Background: an optimization exercise with open tools, aiming at small area. Do not read the settings as production practice.
Only the layout flow was run in this run; the RTL was not checked for function there.
Power is estimated from default activity; no workload was simulated.

### design/flow/design.v
module baud_rate_generator#(
  parameter CLK_FREQ = 50_000_000,
  parameter BAUD_RATE = 1200, 
  parameter SAMPLING_RATE = 16,
  parameter MAX_TICKS = (CLK_FREQ + BAUD_RATE*SAMPLING_RATE - 1) / (BAUD_RATE*SAMPLING_RATE),
  parameter COUNT_WIDTH = $clog2(MAX_TICKS)
)(
  input  wire       i_clk,
  input  wire       i_rst_n,
  input  wire [1:0] i_bd_rate,
  output wire       o_tick
);
  reg [13:0] baud_rate;
  wire [17:0] denomenator;
  wire [COUNT_WIDTH-1:0] max_ticks;
  reg [COUNT_WIDTH-1:0] counter;
  always @(*) begin
    case (i_bd_rate)
      2'b00:   baud_rate = 1200;
      2'b01:   baud_rate = 2400;
      2'b10:   baud_rate = 4800;
      2'b11:   baud_rate = 9600;
      default: baud_rate = 9600;
    endcase
  end
  assign denomenator = baud_rate*SAMPLING_RATE;
  assign max_ticks = (CLK_FREQ + denomenator - 1) / (denomenator);
  always @(posedge i_clk, negedge i_rst_n) begin
    if(!i_rst_n)
      counter <= 0;
    else if(counter == max_ticks)
      counter <= 0;
    else
      counter <= counter + 1;
  end
  assign o_tick = (counter == max_ticks);
endmodule
module fifo#(
  parameter WIDTH = 8,
  parameter DEPTH = 8
)(
  input wire              i_clk,
  input wire              i_rst_n,
  input wire  [WIDTH-1:0] i_wr_data,
  input wire              i_wr,
  input wire              i_rd,
  output wire [WIDTH-1:0] o_rd_data,
  output wire             o_full,
  output wire             o_empty
);
  reg [WIDTH-1:0] mem [0:DEPTH-1];
  reg [$clog2(DEPTH):0] wr_ptr, rd_ptr;
  assign o_full  = (wr_ptr[$clog2(DEPTH)] != rd_ptr[$clog2(DEPTH)]) && (wr_ptr[$clog2(DEPTH)-1:0] == rd_ptr[$clog2(DEPTH)-1:0]);
  assign o_empty = (rd_ptr == wr_ptr);
  always @(posedge i_clk, negedge i_rst_n) begin
    if(!i_rst_n) begin
      wr_ptr <= 'b0;
    end
    else if(i_wr && !o_full) begin
      mem[wr_ptr[$clog2(DEPTH)-1:0]] <= i_wr_data;
      wr_ptr <= wr_ptr + 1;
    end
    else if(i_wr && i_rd) begin
      mem[wr_ptr[$clog2(DEPTH)-1:0]] <= i_wr_data;
      wr_ptr <= wr_ptr + 1;
    end
  end
  assign o_rd_data = mem[rd_ptr[$clog2(DEPTH)-1:0]];
  always @(posedge i_clk, negedge i_rst_n) begin
    if(!i_rst_n) begin
      rd_ptr <= 'b0;
    end
    else if(i_rd && !o_empty) begin
      rd_ptr <= rd_ptr + 1;
    end
    else if(i_wr && i_rd) begin
      rd_ptr <= rd_ptr + 1;
    end
  end
endmodule
module rx#(
  parameter DBITS = 8,
  parameter SBITS = 2,
  parameter SAMPLING_RATE = 16
)(
  input  wire             i_clk,
  input  wire             i_rst_n,
  input  wire             i_rx,
  input  wire             i_s_tick,
  input  wire             i_d_num,
  input  wire             i_s_num, 
  input  wire [1:0]       i_par,
  output wire [2:0]       o_err,         
  output wire             o_rx_done,
  output wire [DBITS-1:0] o_rx_data
);
  localparam SB_TICKS = SBITS * SAMPLING_RATE;
  localparam [2:0]  IDLE  = 3'b000,
                    START = 3'b001,
                    DATA  = 3'b010,
                    PRTY  = 3'b011,
                    STOP  = 3'b100;
  wire [$clog2(SAMPLING_RATE*2):0] sb_ticks;
  wire [DBITS-1:0] dbits;
  reg stop_err, start_err, parity_err;
  reg stop_check, start_check, parity_check;
  reg [2:0] state_reg, state_next;
  reg [$clog2(SAMPLING_RATE*2)-1:0] s_reg, s_next;
  reg [$clog2(DBITS)-1:0] n_reg, n_next;
  reg [DBITS-1:0] b_reg, b_next;
  reg rx_done;
  assign sb_ticks = SAMPLING_RATE << i_s_num;
  assign dbits = i_d_num? 8'd8 : 8'd7;
  assign o_err = {stop_err, parity_err, start_err};
  always @(posedge i_clk, negedge i_rst_n) begin
    if(!i_rst_n)
      start_err <= 1'b0;
    else if(start_check)
      start_err <= (i_rx == 1'b0)? 1'b0 : 1'b1;
  end
  always @(posedge i_clk, negedge i_rst_n) begin
    if(!i_rst_n)
      stop_err <= 1'b0;
    else if(stop_check)
      stop_err <= (i_rx == 1'b1)? 1'b0 : 1'b1;
  end
  always @(posedge i_clk, negedge i_rst_n) begin
    if(!i_rst_n)
      parity_err <= 1'b0;
    else if(parity_check)
      case({i_par[0], i_d_num})
        2'b00:   parity_err <= ~^({o_rx_data[DBITS-2:0], i_rx});     
        2'b01:   parity_err <= ~^({o_rx_data, i_rx});                
        2'b10:   parity_err <= ^({o_rx_data[DBITS-2:0], i_rx});      
        2'b11:   parity_err <= ^({o_rx_data, i_rx});                 
        default: parity_err <= 1'b0;
      endcase
  end
  always @(posedge i_clk, negedge i_rst_n) begin
    if(!i_rst_n) begin
      state_reg <= IDLE;
      s_reg <= 'b0;
      n_reg <= 'b0;
      b_reg <= 'b0;
    end
    else begin
      state_reg <= state_next;
      s_reg <= s_next;
      n_reg <= n_next;
      b_reg <= b_next;
    end
  end
  always @(*) begin
    state_next = state_reg;
    s_next = s_reg;
    n_next = n_reg;
    b_next = b_reg;
    rx_done = 1'b0;
    start_check = 1'b0;
    parity_check = 1'b0;
    stop_check = 1'b0;
    case (state_reg)
      IDLE: begin
        if(!i_rx) begin
          state_next = START;
          s_next = 'b0;
        end
      end
      START: begin
        if(i_s_tick) begin
          if(s_reg == (SAMPLING_RATE/2-1)) begin
            state_next = DATA;
            start_check = 1'b1;
            s_next = 0;
            n_next = 0;
          end
          else begin
            s_next = s_reg + 1;
          end
        end
      end
      DATA: begin
        if(i_s_tick) begin
          if(s_reg == (SAMPLING_RATE-1)) begin
            s_next = 0;
            b_next = {i_rx, b_reg[DBITS-1:1]};
            if(n_reg == (dbits - 1)) begin
              state_next = ^(i_par)? PRTY : STOP;
            end
            else begin
              n_next = n_reg + 1;
            end
          end
          else begin
            s_next = s_reg + 1;
          end
        end
      end
      PRTY: begin
        if(i_s_tick) begin
          if(s_reg == (SAMPLING_RATE-1)) begin
            s_next = 0;
            parity_check = 1'b1;
            state_next = STOP;
          end
          else begin
            s_next = s_reg + 1;
          end
        end
      end
      STOP: begin
        if(i_s_tick) begin
          if(s_reg == (sb_ticks-1)) begin
            state_next = IDLE;
            stop_check = 1'b1;
            rx_done = 1'b1;
          end
          else begin
            s_next = s_reg + 1;
          end
        end
      end
      default: begin
        state_next = IDLE;
      end
    endcase
  end
  assign o_rx_data = i_d_num? b_reg : {b_reg >> 1};
  assign o_rx_done = rx_done;
endmodule
module tx#(
  parameter DBITS = 8,
  parameter SBITS = 2,
  parameter SAMPLING_RATE = 16
)(
  input  wire             i_clk,
  input  wire             i_rst_n,
  input  wire             i_tx_start,
  input  wire [DBITS-1:0] i_tx_data,
  input  wire             i_s_tick,
  input  wire             i_d_num,         
  input  wire             i_s_num,         
  input  wire [1:0]       i_par,           
  output wire             o_tx_done,
  output wire             o_tx
);
  localparam SB_TICKS = SBITS * SAMPLING_RATE;
  localparam [2:0]  IDLE  = 3'b000,
                    START = 3'b001,
                    DATA  = 3'b010,
                    PRTY  = 3'b011,
                    STOP  = 3'b100;
  wire [$clog2(SAMPLING_RATE*2):0] sb_ticks;
  wire [DBITS-1:0] dbits;
  reg pbit;
  reg [2:0] state_reg, state_next;
  reg [$clog2(SAMPLING_RATE*2)-1:0] s_reg, s_next;
  reg [$clog2(DBITS)-1:0] n_reg, n_next;
  reg [DBITS-1:0] b_reg, b_next;
  reg tx_reg, tx_next;
  reg tx_done;
  assign sb_ticks = SAMPLING_RATE << i_s_num;
  assign dbits = i_d_num? 8'd8 : 8'd7;
  always @(*) begin
    case({i_par[0], i_d_num})
      2'b00:   pbit = ~^(i_tx_data[DBITS-2:0]);     
      2'b01:   pbit = ~^(i_tx_data);                
      2'b10:   pbit = ^(i_tx_data[DBITS-2:0]);      
      2'b11:   pbit = ^(i_tx_data);                 
      default: pbit = ^(i_tx_data);
    endcase
  end
  always @(posedge i_clk, negedge i_rst_n) begin
    if(!i_rst_n) begin
      state_reg <= IDLE;
      s_reg <= 'b0;
      n_reg <= 'b0;
      b_reg <= 'b0;
      tx_reg <= 1'b1;
    end
    else begin
      state_reg <= state_next;
      s_reg <= s_next;
      n_reg <= n_next;
      b_reg <= b_next;
      tx_reg <= tx_next;
    end
  end
  always @(*) begin
    state_next = state_reg;
    s_next = s_reg;
    n_next = n_reg;
    b_next = b_reg;
    tx_next = tx_reg;
    tx_done = 1'b0;
    case(state_reg)
      IDLE: begin
        tx_next = 1'b1;
        if(i_tx_start) begin
          state_next = START;
          s_next = 0;
          b_next = i_tx_data;
        end
      end 
      START: begin
        tx_next = 1'b0;
        if(i_s_tick) begin
          if(s_reg == (SAMPLING_RATE-1)) begin
            state_next = DATA;
            s_next = 0;
            n_next = 0;
          end
          else begin
            s_next = s_reg + 1;
          end
        end
      end
      DATA: begin
        tx_next = b_reg[0];
        if(i_s_tick) begin
          if(s_reg == (SAMPLING_RATE-1)) begin
            s_next = 0;
            b_next = {1'b0, b_reg[DBITS-1:1]};
            if(n_reg == (dbits-1)) begin
              state_next = ^(i_par)? PRTY : STOP;
            end
            else begin
              n_next = n_reg + 1;
            end
          end
          else begin
            s_next = s_reg + 1;
          end
        end
      end
      PRTY: begin
        tx_next = pbit;
        if(i_s_tick) begin
          if(s_reg == (SAMPLING_RATE-1)) begin
            s_next = 0;
            state_next = STOP;
          end
          else begin
            s_next = s_reg + 1;
          end
        end
      end
      STOP: begin
        tx_next = 1'b1;
        if(i_s_tick) begin
          if(s_reg == (sb_ticks-1)) begin
            tx_done = 1'b1;
            state_next = IDLE;
          end
          else begin
            s_next = s_reg + 1;
          end
        end
      end 
      default: begin
        state_next = IDLE;
      end
    endcase
  end
  assign o_tx = tx_reg;
  assign o_tx_done = tx_done;
endmodule
module uart#(
  parameter CLK_FREQ = 50_000_000,
  parameter BAUD_RATE = 1200,
  parameter SAMPLING_RATE = 16,
  parameter DBITS = 8,
  parameter SBITS = 2,
  parameter FIFO_DEPTH = 8
)(
  input  wire             i_clk,
  input  wire             i_rst_n,
  input  wire             i_wr_uart,
  input  wire             i_rd_uart,
  input  wire [DBITS-1:0] i_wr_data,
  input  wire [1:0]       i_bd_rate,
  input  wire             i_d_num,
  input  wire             i_s_num,
  input  wire [1:0]       i_par,
  input  wire             i_rx,
  output wire             o_tx,
  output wire             o_rx_empty,
  output wire             o_tx_full,
  output wire             o_rx_full,
  output wire [2:0]       o_err,
  output wire [DBITS-1:0] o_rd_data
);
  wire s_tick;
  wire [DBITS-1:0] tx_fifo_rd_data;
  wire [DBITS-1:0] rx_fifo_wr_data;
  wire tx_fifo_empty, tx_fifo_not_empty;
  wire tx_fifo_rd;
  wire rx_fifo_wr;
  assign tx_fifo_not_empty = ~tx_fifo_empty;
  baud_rate_generator#(
    .CLK_FREQ(CLK_FREQ),
    .BAUD_RATE(BAUD_RATE),
    .SAMPLING_RATE(SAMPLING_RATE)
  ) baud_rate_generator_u(
    .i_clk(i_clk),
    .i_rst_n(i_rst_n),
    .i_bd_rate(i_bd_rate),
    .o_tick(s_tick)
  );
  fifo#(
    .WIDTH(DBITS),
    .DEPTH(FIFO_DEPTH)
  ) tx_fifo(
    .i_clk(i_clk),
    .i_rst_n(i_rst_n),
    .i_wr_data(i_wr_data),
    .i_wr(i_wr_uart),
    .i_rd(tx_fifo_rd),
    .o_rd_data(tx_fifo_rd_data),
    .o_full(o_tx_full),
    .o_empty(tx_fifo_empty)
  );
  tx#(
    .DBITS(DBITS),
    .SBITS(SBITS),
    .SAMPLING_RATE(SAMPLING_RATE)
  ) tx_u(
    .i_clk(i_clk),
    .i_rst_n(i_rst_n),
    .i_tx_start(tx_fifo_not_empty),
    .i_tx_data(tx_fifo_rd_data),
    .i_s_tick(s_tick),
    .i_d_num(i_d_num),
    .i_s_num(i_s_num),
    .i_par(i_par),
    .o_tx_done(tx_fifo_rd),
    .o_tx(o_tx)
  );
  fifo#(
    .WIDTH(DBITS),
    .DEPTH(FIFO_DEPTH)
  ) rx_fifo(
    .i_clk(i_clk),
    .i_rst_n(i_rst_n),
    .i_wr_data(rx_fifo_wr_data),
    .i_wr(rx_fifo_wr),
    .i_rd(i_rd_uart),
    .o_rd_data(o_rd_data),
    .o_full(o_rx_full),
    .o_empty(o_rx_empty)
  );
  rx#(
    .DBITS(DBITS),
    .SBITS(SBITS),
    .SAMPLING_RATE(SAMPLING_RATE)
  ) rx_u(
    .i_clk(i_clk),
    .i_rst_n(i_rst_n),
    .i_rx(i_rx),
    .i_s_tick(s_tick),
    .i_d_num(i_d_num),
    .i_s_num(i_s_num),
    .i_par(i_par),
    .o_err(o_err),
    .o_rx_done(rx_fifo_wr),
    .o_rx_data(rx_fifo_wr_data)
  );
endmodule
### design/flow/run.sh
#!/bin/bash
# synth_recipe.tcl (not shown) runs the flow's synth.tcl, then flattens the netlist and writes it again
# the make line also repeats each setting of config.mk as NAME=value (left out here)
make -C /OpenROAD-flow-scripts/flow DESIGN_CONFIG=/design/flow/config.mk WORK_HOME=/design/flow/orfs CLKGATE_MAP_FILE= SYNTH_SCRIPT=/design/flow/synth_recipe.tcl finish
### design/flow/config.mk
export PLATFORM = sky130hd
export DESIGN_NAME = uart
export DESIGN_NICKNAME = uart
export VERILOG_FILES = /design/flow/design.v
export SDC_FILE = /design/flow/constraint.sdc
export NUM_CORES = 4
export LEC_CHECK = 0
export CAP_MARGIN = 20
export CORE_MARGIN = 2
export CORE_UTILIZATION = 40
export SLEW_MARGIN = 20
### design/flow/constraint.sdc
create_clock -name core_clock -period 20.0 [get_ports {i_clk}]
set_input_delay 4.0000 -clock core_clock [delete_from_list [all_inputs] [get_ports {i_clk}]]
set_output_delay 4.0000 -clock core_clock [all_outputs]
set_load 0.01 [all_outputs]
==> out/results.md <==
| Quantity | This run | Unit |
| --- | --- | --- |
| Maximum clock skew at final layout | 0.0145 | ns |
| Layout area overhead | 14.6 | % |
| Worst setup SP type | input port | - |
| Maximum capacitance violations | 0 | - |
| Area inside the core boundary | 0.0344 | mm2 |
| Port-buffer cells | 33 | - |
| Setup slack after placement | -0.0641 | ns |
| Relative slew margins | 46.1 | % |
| Worst Setup Path Type | in2reg | - |
| Register area share after synthesis | 40.3 | % |
| Total routing resource utilization after global routing | 20.4 | % |
| Total Die Area | 0.0362 | mm2 |
| Clock tree from TritonCTS | yes | - |
| Psw | 0.343 | mW |
| Most common cell after layout, fill and taps aside | nor2_1 | - |
| Portion of netlist area occupied by mux cells | 6.41 | % |
| Xor and xnor fraction of the mapped netlist area | 4.67 | % |
| Commonest non-fill, non-tap cells in the layout | 132 x nor2_1, 128 x nand2_1, 128 x edfxtp_1 | - |
| Share of total power in sequential cells | 43.9 | % |
| Average routed wire per standard cell | 19.1 | um |
| Area fraction in and, or, nand and nor cells after synthesis | 18.9 | % |
| Arrival time reported for the critical path endpoint | 19.26 | ns |
| Reported leakage power | 5.91 | nW |
| First-pass iteration count of the detailed router | 6 | - |
| Main flop type after synthesis | edfxtp_1 | - |
| Total via count in the routed design | 11497 | - |
| Largest family of logic cells by synthesized area | compound AO/OA/AOI/OAI gates | - |
| Synthesis-stage register bit count | 198 | - |
| Count of different cell masters after synthesis | 110 | - |
| Cell total after placement | 1893 | - |
| Max Buffers Root-to-Sink | 2 | - |
| Share of power burned in the clock network | 33.7 | % |
| Sum Neg Setup Slack | 0 | ns |
| Cells after Synth | 1428 | - |
| Synth top area cells | edfxtp_1 28%, dfrtp_1 12%, ha_1 6.6% | - |
| # diodes | 0 | - |
| Cell with the largest stage delay on the worst path | clkdlybuf4s50_1 | - |
| Largest net degree at the start of global routing | 57 | - |
| Die Width | 190 | um |
| Final ANT Viol Nets | 0 | - |
| Final number of hold-violating endpoints | 0 | - |
| Number of warnings issued by yosys | 5 | - |
| Max Fclk | 0.0524 | GHz |
| Clock buffer count from CTS | 17 | - |
| Number of clock sinks | 198 | - |
| Via count of the first global-routing pass | 10858 | - |
| Utilization of the core after routing | 46.3 | % |
| Non-filler instance count after layout | 1944 | - |
| Fraction of layout instances using a drive strength above 1 | 16.7 | % |
| Combinational share of power | 22.4 | % |
| Area share of fa/ha/maj cells after synthesis | 6.58 | % |
| Initial Utilization | 40.4 | % |
| Largest stage delay on the critical path | 0.57 | ns |
| Post-layout net count | 1568 | - |
| Slack of the critical path | 0.912 | ns |
| Complex-gate fraction of the synthesized area | 19.5 | % |
| Root Buffer Master | clkbuf_16 | - |
| Worst IR Drop VDD | 0.0627 | mV |
| Power density over cell area | 66.8 | mW/mm2 |
| Final worst path period need | 19.09 | ns |
| Final weighted congestion in routability-driven placement | 0.944 | - |
| Yosys top cell area share | 27.7 | % |
| Number of ports placed on the die boundary | 34 | - |
| Wire length of the first global-routing pass | 59200 | um |
| Synthesized net count | 1520 | - |
| H-tree depth reported by CTS | 4 | - |
| Post-synth EDFFs | 128 | - |
| Latest clock arrival within the worst-skew pair | 0.45 | ns |
| CP Capture Type | flip-flop | - |
| Share of total power consumed by net switching | 32.3 | % |
| Share of flip-flops with an asynchronous set or reset | 35.4 | % |
| Final period utilization | 95.4 | % |
| Total count of max-transition violations in the final report | 0 | - |
| Initial antenna violation count | 0 | - |
| DP Wirelength | 26100 | um |
| Internal Pwr Total | 0.719 | mW |
| Hold slack | 0.473 | ns |
| Die height | 190 | um |
| Worst Path Max Fanout | 10 | - |
| Leading area contributor after synthesis | edfxtp_1 | - |
| Placement row count | 68 | - |
| Total of endpoints with negative setup slack in the final report | 0 | - |
| Synth Area per Inst | 9.72 | um2 |
| Synthesized cell area | 0.0139 | mm2 |
| Residual DRC | 0 | - |
| Required @ worst endpoint | 20.17 | ns |
| Result of the run | complete, no violations | - |
| Count of hold buffers inserted by post-cts repair | 0 | - |
| Aggregate global routing overflow | 0 | - |
| Worst min-delay path class | reg2reg | - |
| Actual slew at the worst max-slew pin | 0.809 | ns |
| Final wirelength | 37100 | um |
| Detailed-route vias per instance | 5.91 | - |
| Drt initial violations | 975 | - |
| Clock-pin slew of the registers on the worst-case setup and hold paths | 0.08 | ns |
[Yosys cell counts (17+ instances only)]
library cell	number
and2_1	24
nand3_1	52
clkbuf_1	46
xor2_1	19
xnor2_1	48
and3_1	21
nand2_1	129
inv_1	45
a31oi_1	17
nor3_1	32
a21oi_1	71
mux2i_1	20
ha_1	73
mux2_2	45
o21ai_0	66
nor2_1	139
dfrtp_1	69
a221oi_1	24
edfxtp_1	128
nand4_1	19
[layer usage]
metal	wire length (um)	global-route usage, %
met5	0	0
met4	483	4.44
met3	1950	3.04
met2	17400	33.2
met1	17200	28.8
[critical path, delay by kind of cell]
kind,cells,cell delay (ns)
AOI/OAI and AO/OA,29,6.07
xor gates and xnor gates,1,0.21
adders and majority gates,9,2.47
and+or+nand+nor,28,4.63
buffers and inverters,8,1.83
[power by group through the flow]
stage	logic [mW]	clock network [mW]	registers (mW)
2_1_floorplan	0.163	0	0.468
3_3_place_gp	0.216	0	0.475
3_5_place_dp	0.217	0	0.475
4_1_cts	0.218	0.365	0.466
5_1_grt	0.261	0.381	0.469
6_report	0.238	0.358	0.466
[path summary, 6_finish.rpt]
check | start | cells past startpoint | slack (ns) | endpoint
worst max-delay path | i_bd_rate[1] | 75 | 0.91 | tx_fifo.mem[1][6]
worst min-delay path | tx_u.tx_reg | 2 | 0.47 | tx_u.tx_reg
worst max register to register | tx_fifo.rd_ptr[2] | 12 | 16.72 | tx_u.tx_reg
worst min register to register | tx_u.tx_reg | 2 | 0.47 | tx_u.tx_reg
max in group asynchronous | i_rst_n | 2 | 15.57 | tx_fifo.wr_ptr[3]
min in group asynchronous | i_rst_n | 1 | 3.41 | tx_u.b_reg[0]
[logic make-up (layout without fill, tap and decap cells)]
logic type,count (synthesis),count (layout)
and+or+nand+nor,522,522
AOI/OAI and AO/OA,368,368
muxes,79,79
xor gates and xnor gates,70,70
buffers and inverters,117,178
DFF,198,198
adders and majority gates,73,73
other,1,1
[cell type report]
cell class	instances	area [um2]
Fill cell	3220	18500
Multi-Input combinational cell	1113	8080
Sequential cell	198	5600
Timing Repair Buffer	97	847
Tap cell	455	569
Clock buffer	17	425
Clock inverter	15	206
Inverter	49	184
[through the flow]
stage	power, mW	cell area [um2]
floorplan	0.631	13900
global placement	0.691	14900
detailed placement	0.692	14900
CTS	1.05	15500
global route	1.11	15900
finish	1.06	15900
[what timing repair did]
action,4_1_cts,5_1_grt
setup endpoints to repair,0,197
setup buffers,0,18
resized for setup,0,54

[afterwards: timing with drivers on the ports]
In the flow no input, the clock included, has a driving cell. The finished layout below was timed again as built, in two steps.
Step 1: set_driving_cell puts a clkbuf_16 on i_clk and a buf_2 on each other input, an assumption about the parent block.
Step 2 times the ports against the registers' clock, not the clock port: input delays grow and output delays shrink by t, the midpoint of the rising clock arrivals with the driver on.
Three values: no drivers, after step 1, after step 2; two values: the first two.
t, ns: 0.491
setup slack, ns: 0.912 / 0.928 / 0.437
worst setup path after step 2: input to register
worst register clock-pin slew, ns: 0.09 / 0.09
After both steps this run still meets setup and hold. For this run, drivers alone change the setup slack by +0.016 ns; drivers and shift together by -0.475 ns.
